From an optimization exercise on the open Yosys and OpenROAD flow, aimed at small area; shortcuts taken in it are not production practice.
Only simulation tests tie the RTL to the original design; equivalence was not proved.
Power and IR drop assume default switching activity.

$ cat design/flow/standard.sh
#!/bin/bash
# synth_recipe.tcl (not shown) runs the flow's synth.tcl, then flattens the netlist and writes it again
# the make line also repeats each setting of config.mk as NAME=value (left out here)
make -C /OpenROAD-flow-scripts/flow DESIGN_CONFIG=/design/flow/config.mk WORK_HOME=/design/flow/orfs CLKGATE_MAP_FILE= SYNTH_SCRIPT=/design/flow/synth_recipe.tcl "${@:-finish}"
$ cat design/flow/flow/run.sh
#!/bin/bash
set -euo pipefail
HERE=$(pwd)
FLOWDIR=$HERE/flow

# ORFS synth.tcl with the ABC script replaced by ours
sed -e "s#-script \$abc_script#-script $FLOWDIR/abc_area.script#" \
    $FLOW_HOME/scripts/synth_preamble.tcl > $HERE/my_synth_preamble.tcl
sed -e "s#source \$::env(SCRIPTS_DIR)/synth_preamble.tcl#source $HERE/my_synth_preamble.tcl#" \
    -e "s#extract_fa {\*}\[dont_use_extract_fa_args\]#extract_fa -fa#" \
    $FLOW_HOME/scripts/synth.tcl > $HERE/my_synth.tcl
grep -q "my_synth_preamble.tcl" $HERE/my_synth.tcl
grep -q "extract_fa -fa" $HERE/my_synth.tcl
grep -q "$FLOWDIR/abc_area.script" $HERE/my_synth_preamble.tcl
# The standard flow's synthesis script, sourcing the modified synth.tcl
sed -e "s#source \$::env(SCRIPTS_DIR)/synth.tcl#source $HERE/my_synth.tcl#" \
    $HERE/synth_recipe.tcl > $HERE/my_synth_recipe.tcl
grep -q "my_synth.tcl" $HERE/my_synth_recipe.tcl
# standard.sh with our synthesis script
sed -e "s#SYNTH_SCRIPT=[^ ]*#SYNTH_SCRIPT=$HERE/my_synth_recipe.tcl#" $HERE/standard.sh > $HERE/my_standard.sh
grep -q "my_synth_recipe.tcl" $HERE/my_standard.sh

export SYNTH_ARGS="-noabc"
export BUFFER_PORTS_ARGS="-buffer_cell sky130_fd_sc_hd__buf_1"
if [[ -s $FLOWDIR/cts_args.txt ]]; then
  export CTS_ARGS="$(cat $FLOWDIR/cts_args.txt)"
fi
bash $HERE/my_standard.sh > $HERE/standard.log 2>&1
$ cat design/flow/flow/abc_area.script
strash
dch -f
amap
strash
dch -f
amap
$ cat design/flow/constraint.sdc
create_clock -name core_clock -period 9.0 [get_ports {clk}]
set_input_delay 1.8000 -clock core_clock [delete_from_list [all_inputs] [get_ports {clk}]]
set_output_delay 1.8000 -clock core_clock [all_outputs]
set_load 0.01 [all_outputs]
$ cat design/flow/design.v
`timescale 1ns/100ps                                  
module db_tables ( idx, nalpha1, nts1, nbeta1, tc1, tc2, tc3 );
input  [5:0] idx;
output [7:0] nalpha1, nts1;
output [4:0] nbeta1, tc1, tc2, tc3;
reg    [7:0] nalpha1, nts1;
reg    [4:0] nbeta1, tc1, tc2, tc3;
always @(idx) begin
	case (idx)
	6'd0: begin nalpha1 = 8'd252; nts1 = 8'd253; nbeta1 = 5'd30; tc1 = 5'd0; tc2 = 5'd0; tc3 = 5'd0; end
	6'd1: begin nalpha1 = 8'd252; nts1 = 8'd253; nbeta1 = 5'd30; tc1 = 5'd0; tc2 = 5'd0; tc3 = 5'd0; end
	6'd2: begin nalpha1 = 8'd252; nts1 = 8'd253; nbeta1 = 5'd30; tc1 = 5'd0; tc2 = 5'd0; tc3 = 5'd0; end
	6'd3: begin nalpha1 = 8'd252; nts1 = 8'd253; nbeta1 = 5'd30; tc1 = 5'd0; tc2 = 5'd0; tc3 = 5'd0; end
	6'd4: begin nalpha1 = 8'd252; nts1 = 8'd253; nbeta1 = 5'd30; tc1 = 5'd0; tc2 = 5'd0; tc3 = 5'd0; end
	6'd5: begin nalpha1 = 8'd252; nts1 = 8'd253; nbeta1 = 5'd30; tc1 = 5'd0; tc2 = 5'd0; tc3 = 5'd0; end
	6'd6: begin nalpha1 = 8'd252; nts1 = 8'd253; nbeta1 = 5'd30; tc1 = 5'd0; tc2 = 5'd0; tc3 = 5'd0; end
	6'd7: begin nalpha1 = 8'd252; nts1 = 8'd253; nbeta1 = 5'd30; tc1 = 5'd0; tc2 = 5'd0; tc3 = 5'd0; end
	6'd8: begin nalpha1 = 8'd252; nts1 = 8'd253; nbeta1 = 5'd30; tc1 = 5'd0; tc2 = 5'd0; tc3 = 5'd0; end
	6'd9: begin nalpha1 = 8'd252; nts1 = 8'd253; nbeta1 = 5'd30; tc1 = 5'd0; tc2 = 5'd0; tc3 = 5'd0; end
	6'd10: begin nalpha1 = 8'd252; nts1 = 8'd253; nbeta1 = 5'd30; tc1 = 5'd0; tc2 = 5'd0; tc3 = 5'd0; end
	6'd11: begin nalpha1 = 8'd252; nts1 = 8'd253; nbeta1 = 5'd30; tc1 = 5'd0; tc2 = 5'd0; tc3 = 5'd0; end
	6'd12: begin nalpha1 = 8'd252; nts1 = 8'd253; nbeta1 = 5'd30; tc1 = 5'd0; tc2 = 5'd0; tc3 = 5'd0; end
	6'd13: begin nalpha1 = 8'd252; nts1 = 8'd253; nbeta1 = 5'd30; tc1 = 5'd0; tc2 = 5'd0; tc3 = 5'd0; end
	6'd14: begin nalpha1 = 8'd252; nts1 = 8'd253; nbeta1 = 5'd30; tc1 = 5'd0; tc2 = 5'd0; tc3 = 5'd0; end
	6'd15: begin nalpha1 = 8'd252; nts1 = 8'd253; nbeta1 = 5'd30; tc1 = 5'd0; tc2 = 5'd0; tc3 = 5'd0; end
	6'd16: begin nalpha1 = 8'd252; nts1 = 8'd253; nbeta1 = 5'd30; tc1 = 5'd0; tc2 = 5'd0; tc3 = 5'd0; end
	6'd17: begin nalpha1 = 8'd252; nts1 = 8'd253; nbeta1 = 5'd30; tc1 = 5'd0; tc2 = 5'd0; tc3 = 5'd1; end
	6'd18: begin nalpha1 = 8'd251; nts1 = 8'd253; nbeta1 = 5'd30; tc1 = 5'd0; tc2 = 5'd0; tc3 = 5'd1; end
	6'd19: begin nalpha1 = 8'd250; nts1 = 8'd253; nbeta1 = 5'd29; tc1 = 5'd0; tc2 = 5'd0; tc3 = 5'd1; end
	6'd20: begin nalpha1 = 8'd249; nts1 = 8'd253; nbeta1 = 5'd29; tc1 = 5'd0; tc2 = 5'd0; tc3 = 5'd1; end
	6'd21: begin nalpha1 = 8'd248; nts1 = 8'd252; nbeta1 = 5'd29; tc1 = 5'd0; tc2 = 5'd1; tc3 = 5'd1; end
	6'd22: begin nalpha1 = 8'd247; nts1 = 8'd252; nbeta1 = 5'd29; tc1 = 5'd0; tc2 = 5'd1; tc3 = 5'd1; end
	6'd23: begin nalpha1 = 8'd246; nts1 = 8'd252; nbeta1 = 5'd28; tc1 = 5'd1; tc2 = 5'd1; tc3 = 5'd1; end
	6'd24: begin nalpha1 = 8'd244; nts1 = 8'd251; nbeta1 = 5'd28; tc1 = 5'd1; tc2 = 5'd1; tc3 = 5'd1; end
	6'd25: begin nalpha1 = 8'd243; nts1 = 8'd251; nbeta1 = 5'd28; tc1 = 5'd1; tc2 = 5'd1; tc3 = 5'd1; end
	6'd26: begin nalpha1 = 8'd241; nts1 = 8'd251; nbeta1 = 5'd26; tc1 = 5'd1; tc2 = 5'd1; tc3 = 5'd1; end
	6'd27: begin nalpha1 = 8'd239; nts1 = 8'd250; nbeta1 = 5'd26; tc1 = 5'd1; tc2 = 5'd1; tc3 = 5'd2; end
	6'd28: begin nalpha1 = 8'd236; nts1 = 8'd249; nbeta1 = 5'd25; tc1 = 5'd1; tc2 = 5'd1; tc3 = 5'd2; end
	6'd29: begin nalpha1 = 8'd234; nts1 = 8'd249; nbeta1 = 5'd25; tc1 = 5'd1; tc2 = 5'd1; tc3 = 5'd2; end
	6'd30: begin nalpha1 = 8'd231; nts1 = 8'd248; nbeta1 = 5'd24; tc1 = 5'd1; tc2 = 5'd1; tc3 = 5'd2; end
	6'd31: begin nalpha1 = 8'd228; nts1 = 8'd247; nbeta1 = 5'd24; tc1 = 5'd1; tc2 = 5'd2; tc3 = 5'd3; end
	6'd32: begin nalpha1 = 8'd224; nts1 = 8'd246; nbeta1 = 5'd23; tc1 = 5'd1; tc2 = 5'd2; tc3 = 5'd3; end
	6'd33: begin nalpha1 = 8'd220; nts1 = 8'd245; nbeta1 = 5'd23; tc1 = 5'd2; tc2 = 5'd2; tc3 = 5'd3; end
	6'd34: begin nalpha1 = 8'd216; nts1 = 8'd244; nbeta1 = 5'd22; tc1 = 5'd2; tc2 = 5'd2; tc3 = 5'd4; end
	6'd35: begin nalpha1 = 8'd211; nts1 = 8'd243; nbeta1 = 5'd22; tc1 = 5'd2; tc2 = 5'd3; tc3 = 5'd4; end
	6'd36: begin nalpha1 = 8'd206; nts1 = 8'd242; nbeta1 = 5'd21; tc1 = 5'd2; tc2 = 5'd3; tc3 = 5'd4; end
	6'd37: begin nalpha1 = 8'd200; nts1 = 8'd240; nbeta1 = 5'd21; tc1 = 5'd3; tc2 = 5'd3; tc3 = 5'd5; end
	6'd38: begin nalpha1 = 8'd193; nts1 = 8'd239; nbeta1 = 5'd20; tc1 = 5'd3; tc2 = 5'd4; tc3 = 5'd6; end
	6'd39: begin nalpha1 = 8'd185; nts1 = 8'd237; nbeta1 = 5'd20; tc1 = 5'd3; tc2 = 5'd4; tc3 = 5'd6; end
	6'd40: begin nalpha1 = 8'd176; nts1 = 8'd234; nbeta1 = 5'd19; tc1 = 5'd4; tc2 = 5'd5; tc3 = 5'd7; end
	6'd41: begin nalpha1 = 8'd166; nts1 = 8'd232; nbeta1 = 5'd19; tc1 = 5'd4; tc2 = 5'd5; tc3 = 5'd8; end
	6'd42: begin nalpha1 = 8'd155; nts1 = 8'd229; nbeta1 = 5'd18; tc1 = 5'd4; tc2 = 5'd6; tc3 = 5'd9; end
	6'd43: begin nalpha1 = 8'd143; nts1 = 8'd226; nbeta1 = 5'd18; tc1 = 5'd5; tc2 = 5'd7; tc3 = 5'd10; end
	6'd44: begin nalpha1 = 8'd129; nts1 = 8'd223; nbeta1 = 5'd17; tc1 = 5'd6; tc2 = 5'd8; tc3 = 5'd11; end
	6'd45: begin nalpha1 = 8'd112; nts1 = 8'd218; nbeta1 = 5'd17; tc1 = 5'd6; tc2 = 5'd8; tc3 = 5'd13; end
	6'd46: begin nalpha1 = 8'd94; nts1 = 8'd214; nbeta1 = 5'd16; tc1 = 5'd7; tc2 = 5'd10; tc3 = 5'd14; end
	6'd47: begin nalpha1 = 8'd74; nts1 = 8'd209; nbeta1 = 5'd16; tc1 = 5'd8; tc2 = 5'd11; tc3 = 5'd16; end
	6'd48: begin nalpha1 = 8'd53; nts1 = 8'd204; nbeta1 = 5'd15; tc1 = 5'd9; tc2 = 5'd12; tc3 = 5'd18; end
	6'd49: begin nalpha1 = 8'd30; nts1 = 8'd198; nbeta1 = 5'd15; tc1 = 5'd10; tc2 = 5'd13; tc3 = 5'd20; end
	6'd50: begin nalpha1 = 8'd1; nts1 = 8'd191; nbeta1 = 5'd14; tc1 = 5'd11; tc2 = 5'd15; tc3 = 5'd23; end
	6'd51: begin nalpha1 = 8'd1; nts1 = 8'd191; nbeta1 = 5'd14; tc1 = 5'd13; tc2 = 5'd17; tc3 = 5'd25; end
	6'd52: begin nalpha1 = 8'd1; nts1 = 8'd191; nbeta1 = 5'd14; tc1 = 5'd13; tc2 = 5'd17; tc3 = 5'd25; end
	6'd53: begin nalpha1 = 8'd1; nts1 = 8'd191; nbeta1 = 5'd14; tc1 = 5'd13; tc2 = 5'd17; tc3 = 5'd25; end
	6'd54: begin nalpha1 = 8'd1; nts1 = 8'd191; nbeta1 = 5'd14; tc1 = 5'd13; tc2 = 5'd17; tc3 = 5'd25; end
	6'd55: begin nalpha1 = 8'd1; nts1 = 8'd191; nbeta1 = 5'd14; tc1 = 5'd13; tc2 = 5'd17; tc3 = 5'd25; end
	6'd56: begin nalpha1 = 8'd1; nts1 = 8'd191; nbeta1 = 5'd14; tc1 = 5'd13; tc2 = 5'd17; tc3 = 5'd25; end
	6'd57: begin nalpha1 = 8'd1; nts1 = 8'd191; nbeta1 = 5'd14; tc1 = 5'd13; tc2 = 5'd17; tc3 = 5'd25; end
	6'd58: begin nalpha1 = 8'd1; nts1 = 8'd191; nbeta1 = 5'd14; tc1 = 5'd13; tc2 = 5'd17; tc3 = 5'd25; end
	6'd59: begin nalpha1 = 8'd1; nts1 = 8'd191; nbeta1 = 5'd14; tc1 = 5'd13; tc2 = 5'd17; tc3 = 5'd25; end
	6'd60: begin nalpha1 = 8'd1; nts1 = 8'd191; nbeta1 = 5'd14; tc1 = 5'd13; tc2 = 5'd17; tc3 = 5'd25; end
	6'd61: begin nalpha1 = 8'd1; nts1 = 8'd191; nbeta1 = 5'd14; tc1 = 5'd13; tc2 = 5'd17; tc3 = 5'd25; end
	6'd62: begin nalpha1 = 8'd1; nts1 = 8'd191; nbeta1 = 5'd14; tc1 = 5'd13; tc2 = 5'd17; tc3 = 5'd25; end
	6'd63: begin nalpha1 = 8'd1; nts1 = 8'd191; nbeta1 = 5'd14; tc1 = 5'd13; tc2 = 5'd17; tc3 = 5'd25; end
	endcase
end
endmodule
module rca #(parameter W = 8) (a, b, ci, s, co);
input  [W-1:0] a, b;
input          ci;
output [W-1:0] s;
output         co;
wire   [W:0]   c;
assign c[0] = ci;
genvar i;
generate for (i = 0; i < W; i = i + 1) begin : bit_
	assign {c[i+1], s[i]} = a[i] + b[i] + c[i];
end endgenerate
assign co = c[W];
endmodule
module rcc #(parameter W = 8) (a, b, ci, co);
input  [W-1:0] a, b;
input          ci;
output         co;
wire   [W:0]   c;
assign c[0] = ci;
genvar i;
generate for (i = 0; i < W; i = i + 1) begin : bit_
	assign c[i+1] = (a[i] & b[i]) | (c[i] & (a[i] | b[i]));
end endgenerate
assign co = c[W];
endmodule
module beta_test (a, b, nbeta1, ok);
input  [7:0] a, b;
input  [4:0] nbeta1;
output       ok;
wire [7:0] d;
wire       co;
rca #(8) sub (.a(a), .b(~b), .ci(1'b1), .s(d), .co(co));
wire s = ~co;                         
wire [4:0] x = d[4:0] ^ {5{s}};       
wire c5;
rcc #(5) cmp (.a(x), .b(nbeta1), .ci(s), .co(c5));
assign ok = ~c5 & (d[7:5] == {3{s}});
endmodule
module line_pre ( pix, en, nalpha1, nts1, nbeta1, tc0_l, ntc0_l, tc_c,
                  edge_on, ap, aq, con_s, dm, clip_l, clip_c, difp, difq );
input  [63:0] pix;       
input         en;        
input  [7:0]  nalpha1;   
input  [7:0]  nts1;      
input  [4:0]  nbeta1;    
input  [4:0]  tc0_l;     
input  [5:0]  ntc0_l;    
input  [4:0]  tc_c;      
output        edge_on, ap, aq, con_s;
output [5:0]  dm;
output        clip_l, clip_c;
output [5:0]  difp, difq;
wire [7:0] p2 = pix[55:48], p1 = pix[47:40], p0 = pix[39:32];
wire [7:0] q0 = pix[31:24], q1 = pix[23:16], q2 = pix[15:8];
wire [8:0] e;                                    
wire       e_co;
rca #(8) sub_e (.a(q0), .b(~p0), .ci(1'b1), .s(e[7:0]), .co(e_co));
assign e[8] = ~e_co;
wire       e_s = e[8];
wire [7:0] e_x = e[7:0] ^ {8{e_s}};
wire ca, cs;
rcc #(8) cmp_a (.a(e_x), .b(nalpha1), .ci(e_s), .co(ca));
rcc #(8) cmp_s (.a(e_x), .b(nts1),    .ci(e_s), .co(cs));
assign con_s = ~cs;
wire b_p1, b_q1;
beta_test bt_p1 (.a(p1), .b(p0), .nbeta1(nbeta1), .ok(b_p1));
beta_test bt_q1 (.a(q1), .b(q0), .nbeta1(nbeta1), .ok(b_q1));
beta_test bt_p2 (.a(p2), .b(p0), .nbeta1(nbeta1), .ok(ap));
beta_test bt_q2 (.a(q2), .b(q0), .nbeta1(nbeta1), .ok(aq));
assign edge_on = en & ~ca & b_p1 & b_q1;
wire [8:0] u;                                    
wire       u_co;
rca #(8) sub_u (.a(p1), .b(~q1), .ci(1'b1), .s(u[7:0]), .co(u_co));
assign u[8] = ~u_co;
wire [9:0] w;
wire       w_co;
rca #(10) add_w (.a({e_s, e}), .b({u[8], u[8], u[8], u[8:2]}), .ci(1'b1), .s(w), .co(w_co));
wire [8:0] delta = w[9:1];
wire       s     = delta[8];
wire [7:0] y     = delta[7:0] ^ {8{s}};    
wire       big   = |y[7:5];                
assign dm = {s, delta[4:0]};
wire [4:0] dd;
wire       dc;
rca #(5) sub_d (.a(y[4:0]), .b(~tc0_l), .ci(s), .s(dd), .co(dc));
assign clip_l = big | (dc & ((~ap & ~aq) | ((ap ^ aq) & (|dd)) | (ap & aq & (|dd[4:1]))));
wire cc5;
rcc #(5) cmp_c (.a(y[4:0]), .b(~tc_c), .ci(s), .co(cc5));
assign clip_c = big | cc5;
wire [8:0] a_c;
rca #(8) add_a (.a(p0), .b(q0), .ci(1'b1), .s(a_c[7:0]), .co(a_c[8]));
wire [7:0] avg = a_c[8:1];
p1_pre pp (.x2(p2), .x1(p1), .avg(avg), .tc0(tc0_l), .ntc0(ntc0_l), .dif(difp));
p1_pre pq (.x2(q2), .x1(q1), .avg(avg), .tc0(tc0_l), .ntc0(ntc0_l), .dif(difq));
endmodule
module p1_pre (x2, x1, avg, tc0, ntc0, dif);
input  [7:0] x2, x1, avg;
input  [4:0] tc0;
input  [5:0] ntc0;
output [5:0] dif;
wire [7:0] h_s;
wire       h_co;
rca #(8) add_h (.a(x2), .b(avg), .ci(1'b0), .s(h_s), .co(h_co));
wire [7:0] h = {h_co, h_s[7:1]};
wire [7:0] t;
wire       t_co;
rca #(8) sub_t (.a(h), .b(~x1), .ci(1'b1), .s(t), .co(t_co));
wire       t_s  = ~t_co;
wire [7:0] t_y  = t ^ {8{t_s}};
wire       c5;
rcc #(5) cmp (.a(t_y[4:0]), .b(~tc0), .ci(t_s), .co(c5));
wire       clip = (|t_y[7:5]) | c5;
assign dif = clip ? (t_s ? ntc0 : {1'b0, tc0}) : t[5:0];
endmodule
module add_clip (x, z, ci, y);
input  [7:0] x;
input  [5:0] z;
input        ci;
output [7:0] y;
wire [4:0] lo;
wire       c5;
rca #(5) add_lo (.a(x[4:0]), .b(z[4:0]), .ci(ci), .s(lo), .co(c5));
wire [2:0] xh  = x[7:5];
wire [2:0] inc = {xh[2] ^ (xh[1] & xh[0]), xh[1] ^ xh[0], ~xh[0]};
wire [2:0] dec = {xh[2] ^ (~xh[1] & ~xh[0]), ~(xh[1] ^ xh[0]), ~xh[0]};
wire       sg  = z[5];
wire [2:0] hi  = (sg == c5) ? xh : (c5 ? inc : dec);
wire       ovf = ~sg & c5 & (&xh);
wire       unf = sg & ~c5 & ~(|xh);
assign y = ({hi, lo} | {8{ovf}}) & ~{8{unf}};
endmodule
module add_wrap (x, z, y);
input  [7:0] x;
input  [5:0] z;
output [7:0] y;
wire [4:0] lo;
wire       c5;
rca #(5) add_lo (.a(x[4:0]), .b(z[4:0]), .ci(1'b0), .s(lo), .co(c5));
wire [2:0] xh  = x[7:5];
wire [2:0] inc = {xh[2] ^ (xh[1] & xh[0]), xh[1] ^ xh[0], ~xh[0]};
wire [2:0] dec = {xh[2] ^ (~xh[1] & ~xh[0]), ~(xh[1] ^ xh[0]), ~xh[0]};
wire       sg  = z[5];
wire [2:0] hi  = (sg == c5) ? xh : (c5 ? inc : dec);
assign y = {hi, lo};
endmodule
module line_post ( pix, edge_on, ap, aq, con_s, dm, clip_l, clip_c, difp, difq,
                   t0, t1, t2, tcc, norm, strongf, chroma, pix_o );
input  [63:0] pix;       
input         edge_on;   
input         ap, aq;    
input         con_s;     
input  [5:0]  dm;        
input         clip_l;    
input         clip_c;    
input  [5:0]  difp, difq;  
input  [4:0]  t0, t1, t2;  
input  [4:0]  tcc;       
input         norm;      
input         strongf;   
input         chroma;
output [63:0] pix_o;
wire [7:0] p3 = pix[63:56], p2 = pix[55:48], p1 = pix[47:40], p0 = pix[39:32];
wire [7:0] q0 = pix[31:24], q1 = pix[23:16], q2 = pix[15:8],  q3 = pix[7:0];
wire luma = ~chroma;
wire fn   = edge_on & norm;
wire fs   = edge_on & strongf;
wire sp   = fs & ap & con_s & luma;
wire sq   = fs & aq & con_s & luma;
wire [4:0] tc_l = (ap & aq) ? t2 : ((ap | aq) ? t1 : t0);
wire [4:0] tcs  = chroma ? tcc : tc_l;
wire       clip = chroma ? clip_c : clip_l;
wire       s    = dm[5];
wire [5:0] z    = fn ? {s, (clip ? (tcs ^ {5{s}}) : dm[4:0])} : 6'd0;
wire       zc   = fn & clip & s;
wire [7:0] p0n, q0n;
add_clip ac_p0 (.x(p0), .z(z),  .ci(zc),  .y(p0n));
add_clip ac_q0 (.x(q0), .z(~z), .ci(~zc), .y(q0n));
wire [7:0] p1n, q1n;
add_wrap aw_p1 (.x(p1), .z((fn & ap & luma) ? difp : 6'd0), .y(p1n));
add_wrap aw_q1 (.x(q1), .z((fn & aq & luma) ? difq : 6'd0), .y(q1n));
wire [8:0] pq1, ep, eq;
rca #(8) add_pq1 (.a(p1), .b(q1), .ci(1'b0), .s(pq1[7:0]), .co(pq1[8]));
rca #(8) add_ep  (.a(p1), .b(p0), .ci(1'b1), .s(ep[7:0]),  .co(ep[8]));
rca #(8) add_eq  (.a(q1), .b(q0), .ci(1'b1), .s(eq[7:0]),  .co(eq[8]));
wire [9:0] cc;
rca #(9) add_c (.a(ep), .b(eq), .ci(1'b0), .s(cc[8:0]), .co(cc[9]));
wire [7:0] p0s, p1s, p2s, q0s, q1s, q2s, p0c, q0c;
strong_side ssp (.x3(p3), .x2(p2), .y0(q0), .e(ep), .pq1(pq1), .cc(cc), .y0s(p0s), .y1s(p1s), .y2s(p2s), .y0c(p0c));
strong_side ssq (.x3(q3), .x2(q2), .y0(p0), .e(eq), .pq1(pq1), .cc(cc), .y0s(q0s), .y1s(q1s), .y2s(q2s), .y0c(q0c));
wire [7:0] p0o = fs ? (sp ? p0s : p0c) : p0n;
wire [7:0] q0o = fs ? (sq ? q0s : q0c) : q0n;
wire [7:0] p1o = sp ? p1s : p1n;
wire [7:0] q1o = sq ? q1s : q1n;
wire [7:0] p2o = sp ? p2s : p2;
wire [7:0] q2o = sq ? q2s : q2;
assign pix_o = {p3, p2o, p1o, p0o, q0o, q1o, q2o, q3};
endmodule
module strong_side (x3, x2, y0, e, pq1, cc, y0s, y1s, y2s, y0c);
input  [7:0] x3, x2, y0;
input  [8:0] e, pq1;
input  [9:0] cc;
output [7:0] y0s, y1s, y2s, y0c;
wire [8:0] f;
rca #(8) add_f (.a(x2), .b(y0), .ci(1'b0), .s(f[7:0]), .co(f[8]));
wire [9:0] s;
rca #(9) add_s (.a(e), .b(f), .ci(1'b1), .s(s[8:0]), .co(s[9]));
assign y1s = s[9:2];
wire [10:0] t0;
rca #(10) add_0 (.a(s), .b(cc), .ci(1'b0), .s(t0[9:0]), .co(t0[10]));
assign y0s = t0[10:3];
wire [8:0] m;
rca #(8) add_m (.a(x3), .b(x2), .ci(1'b1), .s(m[7:0]), .co(m[8]));
wire [10:0] t2;
rca #(10) add_2 (.a(s), .b({m, 1'b0}), .ci(1'b0), .s(t2[9:0]), .co(t2[10]));
assign y2s = t2[10:3];
wire [9:0] x;
rca #(9) add_x (.a(e), .b(pq1), .ci(1'b1), .s(x[8:0]), .co(x[9]));
assign y0c = x[9:2];
endmodule
module db_filter ( clk,
					 rst, 
					 bs_luma,
					 bs_chroma_1, 
					 bs_chroma_2, 
                     qp1_i, qp2_i,
					 select,
					 p3_1_i, p2_1_i, p1_1_i, p0_1_i, q0_1_i, q1_1_i, q2_1_i, q3_1_i,
                     p3_2_i, p2_2_i, p1_2_i, p0_2_i, q0_2_i, q1_2_i, q2_2_i, q3_2_i,
                     p3_3_i, p2_3_i, p1_3_i, p0_3_i, q0_3_i, q1_3_i, q2_3_i, q3_3_i,
                     p3_4_i, p2_4_i, p1_4_i, p0_4_i, q0_4_i, q1_4_i, q2_4_i, q3_4_i,
					 p3_1_o, p2_1_o, p1_1_o, p0_1_o, q0_1_o, q1_1_o, q2_1_o, q3_1_o,
                     p3_2_o, p2_2_o, p1_2_o, p0_2_o, q0_2_o, q1_2_o, q2_2_o, q3_2_o,
                     p3_3_o, p2_3_o, p1_3_o, p0_3_o, q0_3_o, q1_3_o, q2_3_o, q3_3_o,
                     p3_4_o, p2_4_o, p1_4_o, p0_4_o, q0_4_o, q1_4_o, q2_4_o, q3_4_o
                    );
input clk;
input rst;
input [2:0] bs_luma;
input [2:0] bs_chroma_1;
input [2:0] bs_chroma_2;
input [5:0] qp1_i, qp2_i;
input select;                  
input [7:0] p3_1_i, p2_1_i, p1_1_i, p0_1_i, q0_1_i, q1_1_i, q2_1_i, q3_1_i;
input [7:0] p3_2_i, p2_2_i, p1_2_i, p0_2_i, q0_2_i, q1_2_i, q2_2_i, q3_2_i;
input [7:0] p3_3_i, p2_3_i, p1_3_i, p0_3_i, q0_3_i, q1_3_i, q2_3_i, q3_3_i;
input [7:0] p3_4_i, p2_4_i, p1_4_i, p0_4_i, q0_4_i, q1_4_i, q2_4_i, q3_4_i;
output [7:0] p3_1_o, p2_1_o, p1_1_o, p0_1_o, q0_1_o, q1_1_o, q2_1_o, q3_1_o;
output [7:0] p3_2_o, p2_2_o, p1_2_o, p0_2_o, q0_2_o, q1_2_o, q2_2_o, q3_2_o;
output [7:0] p3_3_o, p2_3_o, p1_3_o, p0_3_o, q0_3_o, q1_3_o, q2_3_o, q3_3_o;
output [7:0] p3_4_o, p2_4_o, p1_4_o, p0_4_o, q0_4_o, q1_4_o, q2_4_o, q3_4_o;
wire [6:0] qpav1 = qp1_i + qp2_i + 7'd1;
wire [5:0] index = qpav1[6:1];
wire [255:0] pix_i = {p3_1_i, p2_1_i, p1_1_i, p0_1_i, q0_1_i, q1_1_i, q2_1_i, q3_1_i,
                      p3_2_i, p2_2_i, p1_2_i, p0_2_i, q0_2_i, q1_2_i, q2_2_i, q3_2_i,
                      p3_3_i, p2_3_i, p1_3_i, p0_3_i, q0_3_i, q1_3_i, q2_3_i, q3_3_i,
                      p3_4_i, p2_4_i, p1_4_i, p0_4_i, q0_4_i, q1_4_i, q2_4_i, q3_4_i};
reg [255:0] pix_1;
reg [5:0]   index_1;
reg [2:0]   bsl_1, bsc1_1, bsc2_1;
always @(posedge clk or negedge rst) begin
	if(!rst) begin
		pix_1   <= 0;
		index_1 <= 0;
		bsl_1   <= 0;
		bsc1_1  <= 0;
		bsc2_1  <= 0;
	end
	else begin
		pix_1   <= pix_i;
		index_1 <= index;
		bsl_1   <= bs_luma;
		bsc1_1  <= bs_chroma_1;
		bsc2_1  <= bs_chroma_2;
	end
end
wire       en = index_1[5] | index_1[4];      
wire [7:0] nalpha1, nts1;
wire [4:0] nbeta1, tc1, tc2, tc3;
db_tables tab (.idx(index_1), .nalpha1(nalpha1), .nts1(nts1), .nbeta1(nbeta1), .tc1(tc1), .tc2(tc2), .tc3(tc3));
wire [4:0] tc0_l  = bsl_1[1]  ? (bsl_1[0]  ? tc3 : tc2) : tc1;
wire [4:0] tc0_c1 = bsc1_1[1] ? (bsc1_1[0] ? tc3 : tc2) : tc1;
wire [4:0] tc0_c2 = bsc2_1[1] ? (bsc2_1[0] ? tc3 : tc2) : tc1;
wire [5:0] ntc0_l = 6'd0 - {1'b0, tc0_l};
wire [4:0] tc_c1  = tc0_c1 + 5'd1;
wire [4:0] tc_c2  = tc0_c2 + 5'd1;
wire [3:0] edge_on, ap, aq, con_s, clip_lm, clip_cm;
wire [23:0] dm, difp, difq;
line_pre pre1 (.pix(pix_1[255:192]), .en(en), .nalpha1(nalpha1), .nts1(nts1), .nbeta1(nbeta1), .tc0_l(tc0_l), .ntc0_l(ntc0_l), .tc_c(tc_c1),
               .edge_on(edge_on[3]), .ap(ap[3]), .aq(aq[3]), .con_s(con_s[3]), .dm(dm[23:18]), .clip_l(clip_lm[3]), .clip_c(clip_cm[3]), .difp(difp[23:18]), .difq(difq[23:18]));
line_pre pre2 (.pix(pix_1[191:128]), .en(en), .nalpha1(nalpha1), .nts1(nts1), .nbeta1(nbeta1), .tc0_l(tc0_l), .ntc0_l(ntc0_l), .tc_c(tc_c1),
               .edge_on(edge_on[2]), .ap(ap[2]), .aq(aq[2]), .con_s(con_s[2]), .dm(dm[17:12]), .clip_l(clip_lm[2]), .clip_c(clip_cm[2]), .difp(difp[17:12]), .difq(difq[17:12]));
line_pre pre3 (.pix(pix_1[127:64]),  .en(en), .nalpha1(nalpha1), .nts1(nts1), .nbeta1(nbeta1), .tc0_l(tc0_l), .ntc0_l(ntc0_l), .tc_c(tc_c2),
               .edge_on(edge_on[1]), .ap(ap[1]), .aq(aq[1]), .con_s(con_s[1]), .dm(dm[11:6]),  .clip_l(clip_lm[1]), .clip_c(clip_cm[1]), .difp(difp[11:6]),  .difq(difq[11:6]));
line_pre pre4 (.pix(pix_1[63:0]),    .en(en), .nalpha1(nalpha1), .nts1(nts1), .nbeta1(nbeta1), .tc0_l(tc0_l), .ntc0_l(ntc0_l), .tc_c(tc_c2),
               .edge_on(edge_on[0]), .ap(ap[0]), .aq(aq[0]), .con_s(con_s[0]), .dm(dm[5:0]),    .clip_l(clip_lm[0]), .clip_c(clip_cm[0]), .difp(difp[5:0]),    .difq(difq[5:0]));
wire norm_l    = (bsl_1  == 3'd1) | (bsl_1  == 3'd2) | (bsl_1  == 3'd3);
wire norm_c1   = (bsc1_1 == 3'd1) | (bsc1_1 == 3'd2) | (bsc1_1 == 3'd3);
wire norm_c2   = (bsc2_1 == 3'd1) | (bsc2_1 == 3'd2) | (bsc2_1 == 3'd3);
wire strong_l  = (bsl_1  == 3'd4);
wire strong_c1 = (bsc1_1 == 3'd4);
wire strong_c2 = (bsc2_1 == 3'd4);
reg [255:0] pix_2;
reg [3:0]   edge_on_2, ap_2, aq_2, con_s_2, clip_l_2, clip_c_2;
reg [23:0]  dm_2, difp_2, difq_2;
reg [4:0]   tc0_l_2, tc_c1_2, tc_c2_2;
reg         norm_l_2, norm_c1_2, norm_c2_2, strong_l_2, strong_c1_2, strong_c2_2;
always @(posedge clk or negedge rst) begin
	if(!rst) begin
		pix_2      <= 0;
		edge_on_2  <= 0;
		ap_2       <= 0;
		aq_2       <= 0;
		con_s_2    <= 0;
		clip_l_2   <= 0;
		clip_c_2   <= 0;
		dm_2       <= 0;
		difp_2     <= 0;
		difq_2     <= 0;
		tc0_l_2    <= 0;
		tc_c1_2    <= 0;
		tc_c2_2    <= 0;
		norm_l_2   <= 0;
		norm_c1_2  <= 0;
		norm_c2_2  <= 0;
		strong_l_2 <= 0;
		strong_c1_2<= 0;
		strong_c2_2<= 0;
	end
	else begin
		pix_2      <= pix_1;
		edge_on_2  <= edge_on;
		ap_2       <= ap;
		aq_2       <= aq;
		con_s_2    <= con_s;
		clip_l_2   <= clip_lm;
		clip_c_2   <= clip_cm;
		dm_2       <= dm;
		difp_2     <= difp;
		difq_2     <= difq;
		tc0_l_2    <= tc0_l;
		tc_c1_2    <= tc_c1;
		tc_c2_2    <= tc_c2;
		norm_l_2   <= norm_l;
		norm_c1_2  <= norm_c1;
		norm_c2_2  <= norm_c2;
		strong_l_2 <= strong_l;
		strong_c1_2<= strong_c1;
		strong_c2_2<= strong_c2;
	end
end
wire [4:0] t1 = tc0_l_2 + 5'd1;
wire [4:0] t2 = tc0_l_2 + 5'd2;
wire norm_a   = select ? norm_c1_2   : norm_l_2;
wire norm_b   = select ? norm_c2_2   : norm_l_2;
wire strong_a = select ? strong_c1_2 : strong_l_2;
wire strong_b = select ? strong_c2_2 : strong_l_2;
wire [255:0] pix_o;
line_post post1 (.pix(pix_2[255:192]), .edge_on(edge_on_2[3]), .ap(ap_2[3]), .aq(aq_2[3]), .con_s(con_s_2[3]), .dm(dm_2[23:18]), .clip_l(clip_l_2[3]), .clip_c(clip_c_2[3]),
                 .difp(difp_2[23:18]), .difq(difq_2[23:18]), .t0(tc0_l_2), .t1(t1), .t2(t2), .tcc(tc_c1_2), .norm(norm_a), .strongf(strong_a), .chroma(select), .pix_o(pix_o[255:192]));
line_post post2 (.pix(pix_2[191:128]), .edge_on(edge_on_2[2]), .ap(ap_2[2]), .aq(aq_2[2]), .con_s(con_s_2[2]), .dm(dm_2[17:12]), .clip_l(clip_l_2[2]), .clip_c(clip_c_2[2]),
                 .difp(difp_2[17:12]), .difq(difq_2[17:12]), .t0(tc0_l_2), .t1(t1), .t2(t2), .tcc(tc_c1_2), .norm(norm_a), .strongf(strong_a), .chroma(select), .pix_o(pix_o[191:128]));
line_post post3 (.pix(pix_2[127:64]),  .edge_on(edge_on_2[1]), .ap(ap_2[1]), .aq(aq_2[1]), .con_s(con_s_2[1]), .dm(dm_2[11:6]),  .clip_l(clip_l_2[1]), .clip_c(clip_c_2[1]),
                 .difp(difp_2[11:6]),  .difq(difq_2[11:6]),  .t0(tc0_l_2), .t1(t1), .t2(t2), .tcc(tc_c2_2), .norm(norm_b), .strongf(strong_b), .chroma(select), .pix_o(pix_o[127:64]));
line_post post4 (.pix(pix_2[63:0]),    .edge_on(edge_on_2[0]), .ap(ap_2[0]), .aq(aq_2[0]), .con_s(con_s_2[0]), .dm(dm_2[5:0]),    .clip_l(clip_l_2[0]), .clip_c(clip_c_2[0]),
                 .difp(difp_2[5:0]),   .difq(difq_2[5:0]),   .t0(tc0_l_2), .t1(t1), .t2(t2), .tcc(tc_c2_2), .norm(norm_b), .strongf(strong_b), .chroma(select), .pix_o(pix_o[63:0]));
assign {p3_1_o, p2_1_o, p1_1_o, p0_1_o, q0_1_o, q1_1_o, q2_1_o, q3_1_o,
        p3_2_o, p2_2_o, p1_2_o, p0_2_o, q0_2_o, q1_2_o, q2_2_o, q3_2_o,
        p3_3_o, p2_3_o, p1_3_o, p0_3_o, q0_3_o, q1_3_o, q2_3_o, q3_3_o,
        p3_4_o, p2_4_o, p1_4_o, p0_4_o, q0_4_o, q1_4_o, q2_4_o, q3_4_o} = pix_o;
endmodule
$ cat design/flow/flow/cts_args.txt
-sink_clustering_enable -repair_clock_nets -dont_use_dummy_load -buf_list sky130_fd_sc_hd__clkbuf_8 -sink_clustering_size 18 -sink_clustering_max_diameter 70
$ cat design/flow/config.mk
export PLATFORM = sky130hd
export DESIGN_NAME = db_filter
export DESIGN_NICKNAME = db_filter
export VERILOG_FILES = /design/flow/design.v
export SDC_FILE = /design/flow/constraint.sdc
export NUM_CORES = 8
export LEC_CHECK = 0
export CAP_MARGIN = 5
export CORE_MARGIN = 2
export CORE_UTILIZATION = 65
export SETUP_SLACK_MARGIN = 0.1
export SLEW_MARGIN = 5
==> results.toml, run 1 <==
[run_status]
status = "no timing/DRC/antenna violations"

[clock_network]
cts_buffer_depth = 3
path_clk_slew_ns = 0.11
cts_sinks = 644
htree_levels = 2
clk_latency_ns = 0.74
cts_tree = "built"
cts_made_buffers = 51
root_buffer = "clkbuf_8"
cts-hold-fix-buffers = 0

[timing]
fmax_ghz = 0.115
setup_tns_ns = 0
min_period_ns = 8.72
fin_skew_ns = 0.0820
fin_crit_sh_pct = 96.9
finalWorstSetupSlack_ns = 0.282
slew_headroom_pct = 18.2
setup_viol = 0
finalHoldViolCount = 0
tightest_slew_ns = 1.21
final_max_slew_viol_count = 0
whs_ns = 0.318
grt_setup_unrepaired = "true"

[route]
totalWireLength_mm = 145
post_drt_wl_per_cell_um = 25.3
drt_iter0_drc = 4008
vias = 36300
vias_per_cell = 6.32
post-route-drc-count = 0
postRouteAntennaNets = 0
drt-pass1-iter-count = 8

[logic_synthesis]
synth-async-reset-ratio_pct = 100
yosysSeqAreaShare_pct = 33.8
ys.flop_type = "dfrtp_1"
synthCells = 4194
synth_area_um2 = 47700
synth_edf_count = 0
synth_fp_nets = 5363
ys_ff_latch = 644
yosysWarnings = 2
synth_cell_types = 49
syn_area_per_cell_um2 = 11.4

[power]
p_sw_share_pct = 44.0
p_per_area_nw_per_um2 = 228
power_mw = 11.9
p_clk_share_pct = 12.1
internal-power_mw = 6.65
ir_drop_v = 0.000169
pwr-share-comb_pct = 58.5
p_switching_mw = 5.23
p_leak_nw = 20.0
power_frac_seq_pct = 29.4

[floorplanning]
die_h_um = 275
row_count = 99
die_x_um = 275
pin_count = 536
initial_core_util_pct = 65.5
die_area_um2 = 75600
coreArea_um2 = 72800

[cells_and_area]
seq_area_um2 = 16100
multiInputGateArea_um2 = 29700
final_layout_size_suffix_gt1_share_pct = 5.24
final_cells = 5737
nets = 5946
utilization_pct = 71.5
stdcell_area_um2 = 52100
nFillCells = 5293
syn_to_final_growth_pct = 9.17

[place]
place_area_um2 = 51000
place_ws_ns = 0.349
dp_hpwl_mm = 120
port_buffers = 535
place_inst = 5675
place_congestion = 1.00

[global_route]
globalRouteOverflowTotal = 0
grt_pass1_vias = 37200
grt_antenna_before_repair = 2
grt_pass1_wl_mm = 221
grt_use_total_pct = 39.6
grt_max_degree = 173

[worst_setup_path]
cp_slowest_cell = "fa_1"
slowest_delay_ns = 0.55
cp_common_cell = "fa_1"
worstSetupStartpointType = "flop"
crit_path_cell_trace = "clkinv_1, nand2_1, fa_2, fa_1, fa_1, fa_2, fa_1, fa_1, fa_2, fa_2, fa_1, fa_1, fa_1, a22oi_2, o21ai_2, buf_2"
critPathCaptureType = "output pin"
rrSetupSlack_ns = 0.59
required_ns = 7.20
critical_path_class = "flop to output pin"
arrival_ns = 6.92
path_max_fanout = 4

[job]
drv_cap = 0

[worst_hold_path]
hold_class = "flop to flop"
[Yosys cell counts, types with 5 or more instances]
cell type | instances | area, µm²
a221o_1 | 7 | 70.1
a221oi_1 | 38 | 333
o22ai_1 | 186 | 1160
o21ai_0 | 288 | 1440
nor3_1 | 52 | 260
a211oi_1 | 38 | 285
buf_4 | 64 | 480
o32ai_1 | 16 | 140
and2_0 | 9 | 56.3
nand2_1 | 225 | 845
a21oi_1 | 225 | 1130
nand3_1 | 10 | 50.1
o31ai_1 | 6 | 45.0
a22oi_1 | 82 | 616
a2111oi_0 | 5 | 43.8
fa_1 | 889 | 17800
a222oi_1 | 31 | 310
a41oi_1 | 13 | 114
or3_1 | 10 | 62.6
o221ai_1 | 21 | 184
dfrtp_1 | 644 | 16100
clkinv_1 | 481 | 1810
or2_0 | 30 | 188
a22o_1 | 89 | 780
o211ai_1 | 8 | 60.1
o22a_1 | 18 | 158
nor2_1 | 530 | 1990
nor4_1 | 32 | 200
a31oi_1 | 25 | 156
nor2b_1 | 77 | 482
o21a_1 | 8 | 60.1
[power by group through the flow]
stage               registers [mW]  logic [mW]  clock network [mW]
floorplan                     3.43        4.82                   0
global placement              3.55        6.37                   0
detailed placement            3.55        6.61                   0
CTS                           3.50        6.67                1.46
global route                  3.53        7.74                1.56
finish                        3.50        6.94                1.44
[worst max-delay path: cells and delay by family, from the launching register on]
family / cells / cell delay, ns
adders and majority gates: 11 / 5.08
and+or+nand+nor: 1 / 0.13
buffers and inverters: 2 / 0.30
DFF: 1 / 0.39
AOI/OAI and AO/OA: 2 / 0.29
[cell usage in the layout (no fill, tap or decap), types with 9 or more instances in the layout]
master | Yosys | final
nor2b_1 | 77 | 77
o32ai_1 | 16 | 13
nor4_1 | 32 | 26
a221oi_1 | 38 | 38
o221ai_1 | 21 | 20
a222oi_1 | 31 | 31
o22a_1 | 18 | 18
a22o_1 | 89 | 89
a41oi_1 | 13 | 13
a22oi_1 | 82 | 76
clkbuf_8 | 0 | 51
inv_2 | 0 | 13
or2_0 | 30 | 28
or3_1 | 10 | 10
clkinv_1 | 481 | 461
a21oi_1 | 225 | 223
a211oi_1 | 38 | 34
nor3_1 | 52 | 52
fa_2 | 0 | 68
buf_4 | 64 | 53
and2_0 | 9 | 9
nor2_1 | 530 | 517
fa_1 | 889 | 821
nor2_2 | 0 | 11
nand2_1 | 225 | 225
o22ai_1 | 186 | 181
o21ai_0 | 288 | 281
a31oi_1 | 25 | 25
buf_1 | 0 | 526
nand3_1 | 10 | 10
dfrtp_1 | 644 | 644
[cells by family (layout without fill, tap and decap cells)]
group / count (synthesis) / count (layout) / share of synthesized area (%)
other cells: 0 / 3 / 0
flops: 644 / 644 / 33.8
simple gates: 992 / 992 / 8.92
buf+inv: 545 / 1126 / 4.79
compound gates: 1124 / 1124 / 15.2
fa+ha+maj: 889 / 889 / 37.3
[worst paths after layout]
kind                                            from  cells past startpoint               endpoint
worst max-delay path            pix_2[208]$_DFF_PN0_                     16              p0_1_o[6]
worst min-delay path              pix_1[1]$_DFF_PN0_                      0     pix_2[1]$_DFF_PN0_
worst max register to register   pix_1[81]$_DFF_PN0_                     24  clip_l_2[1]$_DFF_PN0_
worst min register to register    pix_1[1]$_DFF_PN0_                      0     pix_2[1]$_DFF_PN0_
max in group asynchronous                        rst                      3   pix_1[166]$_DFF_PN0_
min in group asynchronous                        rst                      1    pix_1[64]$_DFF_PN0_
[registers in the layout, summed over array words and instances, names as in the netlist, 5 cells and up]
register	flops
tc_c2_2	5
index_1	6
pix_2	256
dm_2	24
tc_c1_2	5
tc0_l_2	5
difq_2	24
difp_2	24
pix_1	256
[routing by layer]
layer | up-vias | global-route usage, % | part of all wire [%] | wire length [µm]
li1 | 15500 | - | - | -
met5 | - | 0 | 0 | 0
met2 | 2194 | 60.8 | 47 | 68200
met4 | 0 | 16.6 | 4.8 | 6960
met1 | 18200 | 56.2 | 39 | 56100
met3 | 390 | 8.17 | 9.7 | 14100
[layout make-up]
class | instances | area share (%)
well taps | 959 | 2.30
flip-flops and latches | 644 | 30.9
multi-input cells | 3005 | 57.1
clock buffers | 51 | 1.35
diodes | 3 | 0.0144
inverters | 481 | 3.48
repair buffers | 594 | 4.86
[what timing repair did]
action	CTS	global route
gates resized for setup	41	89
buffers inserted	3	5
cloned	0	0
pin swaps	5	14
endpoints found under the setup margin	18	43
==> run 2, diff against run 1 <==
==> design/flow/flow/cts_args.txt (replaced) <==
-sink_clustering_enable -repair_clock_nets -dont_use_dummy_load -buf_list sky130_fd_sc_hd__clkbuf_8 -sink_clustering_size 16 -sink_clustering_max_diameter 60
--- a/design/flow/config.mk
+++ b/design/flow/config.mk
@@ -6,7 +6,7 @@
 export NUM_CORES = 8
 export LEC_CHECK = 0
-export CAP_MARGIN = 5
+export CAP_MARGIN = 20
 export CORE_MARGIN = 2
-export CORE_UTILIZATION = 65
+export CORE_UTILIZATION = 50
 export SETUP_SLACK_MARGIN = 0.1
-export SLEW_MARGIN = 5
+export SLEW_MARGIN = 20
==> results.toml, run 2 <==
[run_status]
status = "no timing/DRC/antenna violations"

[timing]
finalWorstSetupSlack_ns = 0.319
finalHoldViolCount = 0
setup_tns_ns = 0
tightest_slew_ns = 1.13
setup_viol = 0
slew_headroom_pct = 24.2
final_max_slew_viol_count = 0
fmax_ghz = 0.115
fin_crit_sh_pct = 96.5
min_period_ns = 8.68
grt_setup_unrepaired = "true"
fin_skew_ns = 0.0729

[logic_synthesis]
yosys.area.top_type_share_pct = 37.3
yosys-top-cells-area = "fa_1, dfrtp_1, nor2_1, clkinv_1, o21ai_0"
yosysSeqAreaShare_pct = 33.8
synth_area_um2 = 47700
synthTopCellsByCount = "fa_1, dfrtp_1, nor2_1"
synth_cell_types = 49
synthCells = 4194
synth_edf_count = 0
ys_ff_latch = 644
ys.flop_type = "dfrtp_1"
synth-async-reset-ratio_pct = 100
synth_top_area_cell = "fa_1"
yosysWarnings = 2
synthMostInstantiatedCell = "fa_1"
syn_area_per_cell_um2 = 11.4
synth_fp_nets = 5363

[place]
port_buffers = 535
dp_hpwl_mm = 127
place_ws_ns = 0.346
place_congestion = 0.957
place_inst = 5988

[clock_network]
root_buffer = "clkbuf_8"
cts_tree = "built"
cts_made_buffers = 67
cts_sinks = 644
clk_latency_ns = 0.74
path_clk_slew_ns = 0.09
cts_buffer_depth = 3
cts-hold-fix-buffers = 0
htree_levels = 3

[cells_and_area]
final_layout_size_suffix_gt1_share_pct = 5.97
nFillCells = 8366
final_cells = 6072
utilization_pct = 55.8
final_cell_mix = "fa_1, dfrtp_1, buf_1"
nets = 5976
final_common_cell = "fa_1"
syn_to_final_growth_pct = 10.7
top_regs = "pix_1: 256 flops, pix_2: 256 flops"

[floorplanning]
die_h_um = 313
row_count = 113
initial_core_util_pct = 50.4
die_area_um2 = 97900
die_x_um = 313
coreArea_um2 = 94700
pin_count = 536

[worst_setup_path]
critPathCaptureType = "output pin"
worstSetupStartpointType = "flop"
path_max_fanout = 4
arrival_ns = 6.88
critical_path_class = "flop to output pin"
ff2ff_path_depth = 24
required_ns = 7.20

[route]
totalWireLength_mm = 152
drt-pass1-iter-count = 9
vias = 34800
post_drt_wl_per_cell_um = 25.1
drt_iter0_drc = 3204
post-route-drc-count = 0
postRouteAntennaNets = 0
vias_per_cell = 5.73

[global_route]
grt_pass1_vias = 36400
globalRouteOverflowTotal = 0
grt_max_degree = 150
grt_use_total_pct = 32.1
grt_pass1_wl_mm = 232
grt_antenna_before_repair = 2

[job]
drv_cap = 0

[power]
pwr-share-comb_pct = 57.5
p_clk_share_pct = 13.6
p_sw_share_pct = 43.4
power_frac_seq_pct = 29.0
internal-power_mw = 6.84
p_switching_mw = 5.25
p_leak_nw = 20.2
ir_drop_v = 0.000142
p_per_area_nw_per_um2 = 229

[worst_hold_path]
hold_class = "flop to flop"
hold_depth = 0
-- run 2: routing by layer --
metal	wire, µm	share of wire (%)	global-route usage [%]
met5	0	0	0
met4	4670	3.1	9.01
met3	9020	5.9	4.61
met2	72600	48	50.5
met1	66000	43	47.2
-- run 2: path summary, 6_finish.rpt --
check	from	to	slack (ns)
worst min-delay path	pix_1[60]$_DFF_PN0_	pix_2[60]$_DFF_PN0_	0.32
worst max register to register	pix_1[17]$_DFF_PN0_	clip_l_2[0]$_DFF_PN0_	0.64
worst min register to register	pix_1[60]$_DFF_PN0_	pix_2[60]$_DFF_PN0_	0.32
max in group asynchronous	rst	pix_1[62]$_DFF_PN0_	6.26
worst max-delay path	pix_2[96]$_DFF_PN0_	q0_3_o[6]	0.32
min in group asynchronous	rst	pix_1[66]$_DFF_PN0_	0.97
-- run 2: what timing repair did --
| item | CTS | global route |
|---|---|---|
| resized for setup | 59 | 80 |
| endpoints found under the setup margin | 19 | 45 |
| pin swaps | 15 | 18 |
| setup buffers | 10 | 4 |
-- run 2: cell type report --
class                           count  area, µm²  share of cell area (%)
Timing Repair Buffer              608       2650                    5.01
Inverter                          481       1820                    3.44
Antenna cell                        2       5.00                 0.00947
Tap cell                         1265       1580                    3.00
Sequential cell                   644      16100                    30.5
Multi-Input combinational cell   3005      29800                    56.3
Clock buffer                       67        922                    1.75
-- run 2: logic make-up after synthesis --
kind of cell	Yosys count	synth area share (%)
AO/OA/AOI/OAI	1124	15.2
AND/OR/NAND/NOR	992	8.92
adder cells (fa/ha/maj)	889	37.3
flip-flops	644	33.8
buffers and inverters	545	4.79
-- run 2: power by group through the flow --
stage,clock network (mW),logic [mW],registers [mW]
final,1.64,6.95,3.50
after global routing,1.82,7.86,3.54
after CTS,1.71,6.76,3.51
after detailed placement,0,6.65,3.57
after global placement,0,6.49,3.57
after floorplan,0,4.82,3.43
-- run 2: worst max-delay path, stage by stage, from the launching register on --
cell,delay (ns)
dfrtp_2,0.41
clkinvlp_4,0.13
nor2_2,0.12
fa_1,0.46
fa_2,0.41
fa_2,0.51
a222oi_1,0.35
nor2_1,0.12
fa_1,0.47
fa_2,0.41
fa_2,0.40
fa_1,0.47
fa_1,0.47
fa_1,0.45
fa_1,0.49
a22oi_2,0.21
o22ai_1,0.11
buf_1,0.15
-- run 2: stage by stage --
| stage | hold slack, ns | cell area (µm²) | total power [mW] |
|---|---|---|---|
| 3_5_place_dp | 0.335 | 51500 | 10.2 |
| 5_1_grt | 0.349 | 52800 | 13.2 |
| 6_report | 0.319 | 52800 | 12.1 |
| 3_3_place_gp | 0.331 | 51500 | 10.1 |
| 2_1_floorplan | 0.331 | 47700 | 8.25 |
| 4_1_cts | 0.334 | 52600 | 12.0 |
==> run 3, diff against run 2 <==
--- a/design/flow/design.v
+++ b/design/flow/design.v
@@ -100,8 +100,9 @@
 assign co = c[W];
 endmodule
-module beta_test (a, b, nbeta1, ok);
+module beta_test (a, b, nbeta1, ok, dv);
 input  [7:0] a, b;
 input  [4:0] nbeta1;
 output       ok;
+output [5:0] dv;                      
 wire [7:0] d;
 wire       co;
@@ -112,4 +113,5 @@
 rcc #(5) cmp (.a(x), .b(nbeta1), .ci(s), .co(c5));
 assign ok = ~c5 & (d[7:5] == {3{s}});
+assign dv = {s, d[4:0]};
 endmodule
 module line_pre ( pix, en, nalpha1, nts1, nbeta1, tc0_l, ntc0_l, tc_c,
@@ -140,8 +142,9 @@
 assign con_s = ~cs;
 wire b_p1, b_q1;
-beta_test bt_p1 (.a(p1), .b(p0), .nbeta1(nbeta1), .ok(b_p1));
-beta_test bt_q1 (.a(q1), .b(q0), .nbeta1(nbeta1), .ok(b_q1));
-beta_test bt_p2 (.a(p2), .b(p0), .nbeta1(nbeta1), .ok(ap));
-beta_test bt_q2 (.a(q2), .b(q0), .nbeta1(nbeta1), .ok(aq));
+wire [5:0] dp1, dq1, dp2, dq2;        
+beta_test bt_p1 (.a(p1), .b(p0), .nbeta1(nbeta1), .ok(b_p1), .dv(dp1));
+beta_test bt_q1 (.a(q1), .b(q0), .nbeta1(nbeta1), .ok(b_q1), .dv(dq1));
+beta_test bt_p2 (.a(p2), .b(p0), .nbeta1(nbeta1), .ok(ap),   .dv(dp2));
+beta_test bt_q2 (.a(q2), .b(q0), .nbeta1(nbeta1), .ok(aq),   .dv(dq2));
 assign edge_on = en & ~ca & b_p1 & b_q1;
 wire [8:0] u;                                    
@@ -164,27 +167,25 @@
 rcc #(5) cmp_c (.a(y[4:0]), .b(~tc_c), .ci(s), .co(cc5));
 assign clip_c = big | cc5;
-wire [8:0] a_c;
-rca #(8) add_a (.a(p0), .b(q0), .ci(1'b1), .s(a_c[7:0]), .co(a_c[8]));
-wire [7:0] avg = a_c[8:1];
-p1_pre pp (.x2(p2), .x1(p1), .avg(avg), .tc0(tc0_l), .ntc0(ntc0_l), .dif(difp));
-p1_pre pq (.x2(q2), .x1(q1), .avg(avg), .tc0(tc0_l), .ntc0(ntc0_l), .dif(difq));
+wire [6:0] xp, xq;                               
+wire       xp_co, xq_co;
+rca #(7) sub_xp (.a({dp2[5], dp2}), .b(~{dp1, 1'b0}), .ci(1'b1), .s(xp), .co(xp_co));
+rca #(7) sub_xq (.a({dq2[5], dq2}), .b(~{dq1, 1'b0}), .ci(1'b1), .s(xq), .co(xq_co));
+wire [8:0] zp, zq;
+wire       zp_co, zq_co;
+rca #(9) add_zp (.a({xp[6], xp[6], xp}), .b({e[8], e[8:1]}), .ci(e[0]), .s(zp), .co(zp_co));
+rca #(9) sub_zq (.a({xq[6], xq[6], xq}), .b(~{e[8], e[8:1]}), .ci(1'b1), .s(zq), .co(zq_co));
+p1_pre pp (.t(zp[8:1]), .tc0(tc0_l), .ntc0(ntc0_l), .dif(difp));
+p1_pre pq (.t(zq[8:1]), .tc0(tc0_l), .ntc0(ntc0_l), .dif(difq));
 endmodule
-module p1_pre (x2, x1, avg, tc0, ntc0, dif);
-input  [7:0] x2, x1, avg;
+module p1_pre (t, tc0, ntc0, dif);
+input  [7:0] t;
 input  [4:0] tc0;
 input  [5:0] ntc0;
 output [5:0] dif;
-wire [7:0] h_s;
-wire       h_co;
-rca #(8) add_h (.a(x2), .b(avg), .ci(1'b0), .s(h_s), .co(h_co));
-wire [7:0] h = {h_co, h_s[7:1]};
-wire [7:0] t;
-wire       t_co;
-rca #(8) sub_t (.a(h), .b(~x1), .ci(1'b1), .s(t), .co(t_co));
-wire       t_s  = ~t_co;
-wire [7:0] t_y  = t ^ {8{t_s}};
+wire       t_s  = t[7];
+wire [6:0] t_y  = t[6:0] ^ {7{t_s}};
 wire       c5;
 rcc #(5) cmp (.a(t_y[4:0]), .b(~tc0), .ci(t_s), .co(c5));
-wire       clip = (|t_y[7:5]) | c5;
+wire       clip = (|t_y[6:5]) | c5;
 assign dif = clip ? (t_s ? ntc0 : {1'b0, tc0}) : t[5:0];
 endmodule
==> results.toml, run 3 <==
[floorplanning]
die_h_um = 310
die_x_um = 310
pin_count = 536
coreArea_um2 = 93000
initial_core_util_pct = 50.3
row_count = 112
die_area_um2 = 96100

[route]
vias_per_cell = 5.81
post-route-drc-count = 0
drt-pass1-iter-count = 7
post_drt_wl_per_cell_um = 24.9
vias = 35000
totalWireLength_mm = 150
drt_iter0_drc = 3069
postRouteAntennaNets = 0

[place]
place_inst = 5940
place_congestion = 0.994
port_buffers = 535
place_ws_ns = 0.257
place_area_um2 = 50500
dp_hpwl_mm = 125

[clock_network]
htree_levels = 3
cts-hold-fix-buffers = 0
cts_buffer_depth = 3
root_buffer = "clkbuf_8"
clk_latency_ns = 0.74
cts_sinks = 644
cts_made_buffers = 72
path_clk_slew_ns = 0.10
cts_tree = "built"

[timing]
fmax_ghz = 0.115
fin_crit_sh_pct = 96.7
finalHoldViolCount = 0
setup_tns_ns = 0
slew_headroom_pct = 22.4
finalWorstSetupSlack_ns = 0.297
min_period_ns = 8.70
final_max_slew_viol_count = 0
fin_skew_ns = 0.0738
setup_viol = 0
tightest_slew_ns = 1.16
grt_setup_unrepaired = "true"

[logic_synthesis]
synth_area_um2 = 46800
ys.flop_type = "dfrtp_1"
yosys.area.top_type_share_pct = 35.8
ys_ff_latch = 644
yosysWarnings = 2
synthTopCellsByCount = "fa_1, dfrtp_1, clkinv_1"
synth_top_area_cell = "fa_1"
synth_fp_nets = 5269
synth-async-reset-ratio_pct = 100
synthCells = 4152
yosysSeqAreaShare_pct = 34.4
synth_cell_types = 48
synthMostInstantiatedCell = "fa_1"
synth_edf_count = 0
yosys-top-cells-area = "fa_1, dfrtp_1, clkinv_1, nor2_1, o22ai_1"
syn_area_per_cell_um2 = 11.3

[global_route]
grt_pass1_wl_mm = 225
grt_max_degree = 165
globalRouteOverflowTotal = 0
grt_pass1_vias = 36000
grt_antenna_before_repair = 2
grt_use_total_pct = 32.0

[power]
ir_drop_v = 0.000178
p_leak_nw = 19.9
power_mw = 12.7
p_per_area_nw_per_um2 = 245

[worst_setup_path]
required_ns = 7.20
worstSetupStartpointType = "flop"
ff2ff_path_depth = 23
path_max_fanout = 3
critical_path_class = "flop to output pin"
arrival_ns = 6.90
critPathCaptureType = "output pin"

[cells_and_area]
syn_to_final_growth_pct = 10.9
top_regs = "pix_1: 256 flops, pix_2: 256 flops"
final_layout_size_suffix_gt1_share_pct = 6.10
stdcell_area_um2 = 51900
final_cell_mix = "fa_1, dfrtp_1, clkinv_1"
nets = 5891
final_common_cell = "fa_1"
final_cells = 6028

[worst_hold_path]
hold_class = "flop to flop"
hold_depth = 0

[run_status]
status = "no timing/DRC/antenna violations"

[job]
drv_cap = 0
## run 3: changes by cell type in the layout (fill, tap and decap cells not counted), moves of 22 or more
cell      before  now
o21ai_0      278  256
a21oi_1      224  175
clkinv_1     466  533
nor2b_1       77   54
nor2_1       518  428
fa_1         807  758
a211oi_1      37   59
o22ai_1      181  259
## run 3: cells by family after synthesis
group	Yosys count	share of synthesized area, %
adders and majority gates	837	35.8
and+or+nand+nor	904	8.22
buffers and inverters	616	5.45
DFF	644	34.4
xor gates and xnor gates	3	0.0562
AOI/OAI and AO/OA	1148	16.0
## run 3: where the power goes
part	switching, mW	internal [mW]	total, mW
clock	0.997	0.709	1.71
sequential	0.281	3.22	3.50
combinational	4.36	3.14	7.49
## run 3: path summary, 6_finish.rpt
check / from / slack, ns / end
setup / recovery: pix_2[137]$_DFF_PN0_ / 0.30 / q0_2_o[6]
hold / removal: pix_1[3]$_DFF_PN0_ / 0.31 / pix_2[3]$_DFF_PN0_
setup reg to reg: pix_1[145]$_DFF_PN0_ / 0.53 / clip_l_2[2]$_DFF_PN0_
hold reg to reg: pix_1[3]$_DFF_PN0_ / 0.31 / pix_2[3]$_DFF_PN0_
max in group asynchronous: rst / 5.89 / pix_1[21]$_DFF_PN0_
min in group asynchronous: rst / 1.00 / pix_1[82]$_DFF_PN0_
## run 3: what timing repair did
action | in CTS | in global routing
gates resized for setup | 55 | 88
setup endpoints to repair | 17 | 39
buffers inserted | 7 | 6
pin swaps | 11 | 16
## run 3: per-layer routing
metal  wire length (µm)  global-route usage [%]  up-vias
met5                  0                       0        -
met4               5100                    10.4        0
met3              11000                    5.43      255
met2              71100                    50.1     1481
met1              63100                    46.0    17800
li1                   -                       -    15500
## run 3: critical path: stages (launching register included)
cell	delay, ns
dfrtp_1	0.49
fa_1	0.50
fa_1	0.43
fa_1	0.41
fa_1	0.45
fa_1	0.52
fa_1	0.47
fa_1	0.46
fa_1	0.58
fa_1	0.45
fa_1	0.46
fa_1	0.53
a22oi_2	0.08
o21ai_1	0.17
clkbuf_2	0.15
## run 3: per-stage QoR
stage	utilization, %	hold WS [ns]
floorplan	-	0.331
global placement	54.2	0.332
detailed placement	54.2	0.335
CTS	55.5	0.308
global route	55.8	0.317
finish	55.8	0.309
## run 3: final cells by class
cell class	count	area [µm²]
flip-flops and latches	644	16100
well taps	1254	1570
diodes	2	5.00
multi-input cells	2892	28500
clock buffers	72	991
fillers	8233	41200
inverters	552	2080
repair buffers	612	2640
==> run 4, diff against run 3 <==
==> design/flow/flow/cts_args.txt (replaced) <==
-sink_clustering_enable -repair_clock_nets -dont_use_dummy_load -buf_list sky130_fd_sc_hd__clkbuf_8 -sink_clustering_size 18 -sink_clustering_max_diameter 70
--- a/design/flow/config.mk
+++ b/design/flow/config.mk
@@ -8,5 +8,5 @@
 export CAP_MARGIN = 20
 export CORE_MARGIN = 2
-export CORE_UTILIZATION = 50
+export CORE_UTILIZATION = 65
 export SETUP_SLACK_MARGIN = 0.1
 export SLEW_MARGIN = 20
==> results.toml, run 4 <==
[clock_network]
htree_levels = 2
cts_sinks = 644
path_clk_slew_ns = 0.10
cts_buffer_depth = 3
cts_made_buffers = 51
clk_latency_ns = 0.73
root_buffer = "clkbuf_8"
cts-hold-fix-buffers = 0
cts_tree = "built"

[timing]
slew_headroom_pct = 22.6
fin_skew_ns = 0.0728
fmax_ghz = 0.114
fin_crit_sh_pct = 97.4
grt_setup_unrepaired = "false"
final_max_slew_viol_count = 0
tightest_slew_ns = 1.15
finalWorstSetupSlack_ns = 0.233
whs_ns = 0.300
setup_viol = 0
min_period_ns = 8.77
setup_tns_ns = 0
finalHoldViolCount = 0

[global_route]
grt_antenna_before_repair = 5
globalRouteOverflowTotal = 0
grt_use_total_pct = 40.2
grt_pass1_vias = 36800
grt_pass1_wl_mm = 220
grt_max_degree = 173

[cells_and_area]
utilization_pct = 71.7
nFillCells = 5172
stdcell_area_um2 = 51200
final_cell_mix = "fa_1, dfrtp_1, clkinv_1"
top_regs = "pix_1: 256 flops, pix_2: 256 flops"
final_common_cell = "fa_1"
final_layout_size_suffix_gt1_share_pct = 5.22
nets = 5867
syn_to_final_growth_pct = 9.39
final_cells = 5699

[logic_synthesis]
synth_cell_types = 48
synth_top_area_cell = "fa_1"
synth_mux_area_share_pct = 0
synth_edf_count = 0
yosys.area.top_type_share_pct = 35.8
synth_fp_nets = 5269
syn_area_per_cell_um2 = 11.3
synth-xor-area-share_pct = 0.0561
yosysWarnings = 2
yosys.area_share.simple_pct = 8.22
yosysSeqAreaShare_pct = 34.4
synth-async-reset-ratio_pct = 100
yosys-top-cells-area = "fa_1, dfrtp_1, clkinv_1, nor2_1, o22ai_1"
synthMostInstantiatedCell = "fa_1"
synthTopCellsByCount = "fa_1, dfrtp_1, clkinv_1"
yosys.area_share.adder_pct = 35.8
synth_area_um2 = 46800
synth_top_family_by_area = "adder cells"
ys_ff_latch = 644
ys.flop_type = "dfrtp_1"
synth_compound_area_share_pct = 16.0
synthCells = 4152

[place]
port_buffers = 535
dp_hpwl_mm = 121
place_area_um2 = 50100
place_inst = 5628
place_ws_ns = 0.0456
place_congestion = 0.989

[floorplanning]
pin_count = 536
die_x_um = 272
coreArea_um2 = 71400
die_area_um2 = 74200
row_count = 98
die_h_um = 272
initial_core_util_pct = 65.6

[worst_setup_path]
critical_path_class = "flop to output pin"
path_max_fanout = 4
ff2ff_path_depth = 23
rrSetupSlack_ns = 0.59
required_ns = 7.20
worstSetupStartpointType = "flop"
reg2reg_to = "clip_l_2[2]$_DFF_PN0_"
rr_startpoint = "pix_1[145]$_DFF_PN0_"
critPathCaptureType = "output pin"
arrival_ns = 6.97

[route]
drt_iter0_drc = 3992
totalWireLength_mm = 145
vias = 36100
post_drt_wl_per_cell_um = 25.4
postRouteAntennaNets = 0
post-route-drc-count = 0
drt-pass1-iter-count = 9
vias_per_cell = 6.34

[run_status]
status = "no timing/DRC/antenna violations"

[power]
p_per_area_nw_per_um2 = 243
power_mw = 12.5
p_leak_nw = 19.7
ir_drop_v = 0.000183

[worst_hold_path]
hold_depth = 0
hold_end = "pix_2[1]$_DFF_PN0_"
hold_path.startpoint = "pix_1[1]$_DFF_PN0_"
hold_class = "flop to flop"

[job]
drv_cap = 0
run 4: cell types whose count changed in the layout (fill, tap and decap cells not counted), moves of 3 or more:
cell and delta:
buf_4 -5, clkbuf_2 -3, fa_2 -21, fa_1 +21
clkbuf_8 -21
run 4: final cells by class:
cell class	instances	area (µm²)	share of cell area [%]
clock buffer	51	702	1.37
antenna	1	2.50	0.00489
sequential	644	16100	31.5
inverter	552	2090	4.08
multi-input combinational	2892	28400	55.6
tap	950	1190	2.32
timing repair buffer	609	2650	5.17
run 4: critical path: stages (launching register included):
cell,delay (ns)
dfrtp_1,0.39
clkinv_1,0.14
nand2_1,0.15
fa_2,0.50
fa_1,0.43
fa_1,0.40
fa_2,0.47
fa_1,0.45
fa_1,0.49
fa_2,0.44
fa_1,0.46
fa_1,0.48
fa_1,0.46
fa_1,0.39
o22ai_1,0.31
a21oi_1,0.16
buf_1,0.17
run 4: worst max path at each step:
stage / from / endpoint / slack [ns] / cells past startpoint
after global placement: select / q0_2_o[2] / 0.21 / 17
after global routing: select / q0_2_o[2] / 0.09 / 20
after floorplan: select / p0_2_o[7] / 0.66 / 8
final: pix_2[144]$_DFF_PN0_ / q0_2_o[7] / 0.23 / 16
after detailed placement: select / q0_1_o[2] / 0.05 / 18
after CTS: pix_2[240]$_DFF_PN0_ / p0_1_o[6] / 0.05 / 17
run 4: kinds of logic after synthesis:
| logic type | after synthesis |
|---|---|
| flops | 644 |
| xor+xnor | 3 |
| simple gates | 904 |
| buf+inv | 616 |
| fa+ha+maj | 837 |
| compound gates | 1148 |
run 4: timing repair:
| item | CTS | global route |
|---|---|---|
| resized for setup | 45 | 75 |
| buffers inserted | 5 | 12 |
| setup endpoints to repair | 26 | 62 |
| pin swaps | 5 | 15 |
| cloned | 0 | 0 |
run 4: layer usage:
metal  GRT usage [%]  routed length [µm]  up-vias
met5               0                  28        -
met4            18.6                7690        4
met3            8.00               13700      423
met2            61.6               68200     2177
met1            56.4               55200    18100
li1                -                   -    15500
run 4: report_power, final:
group / internal (mW) / switching (mW)
clock: 0.504 / 0.922
combinational: 3.12 / 4.39
sequential: 3.22 / 0.291

Setup slack of run 4, layout unchanged: 0.233 ns with ideal ports, 0.168 ns with driving cells assumed (clock clkbuf_16, inputs buf_2), 0.283 ns with port delays also shifted by the 0.762 ns mid clock arrival.
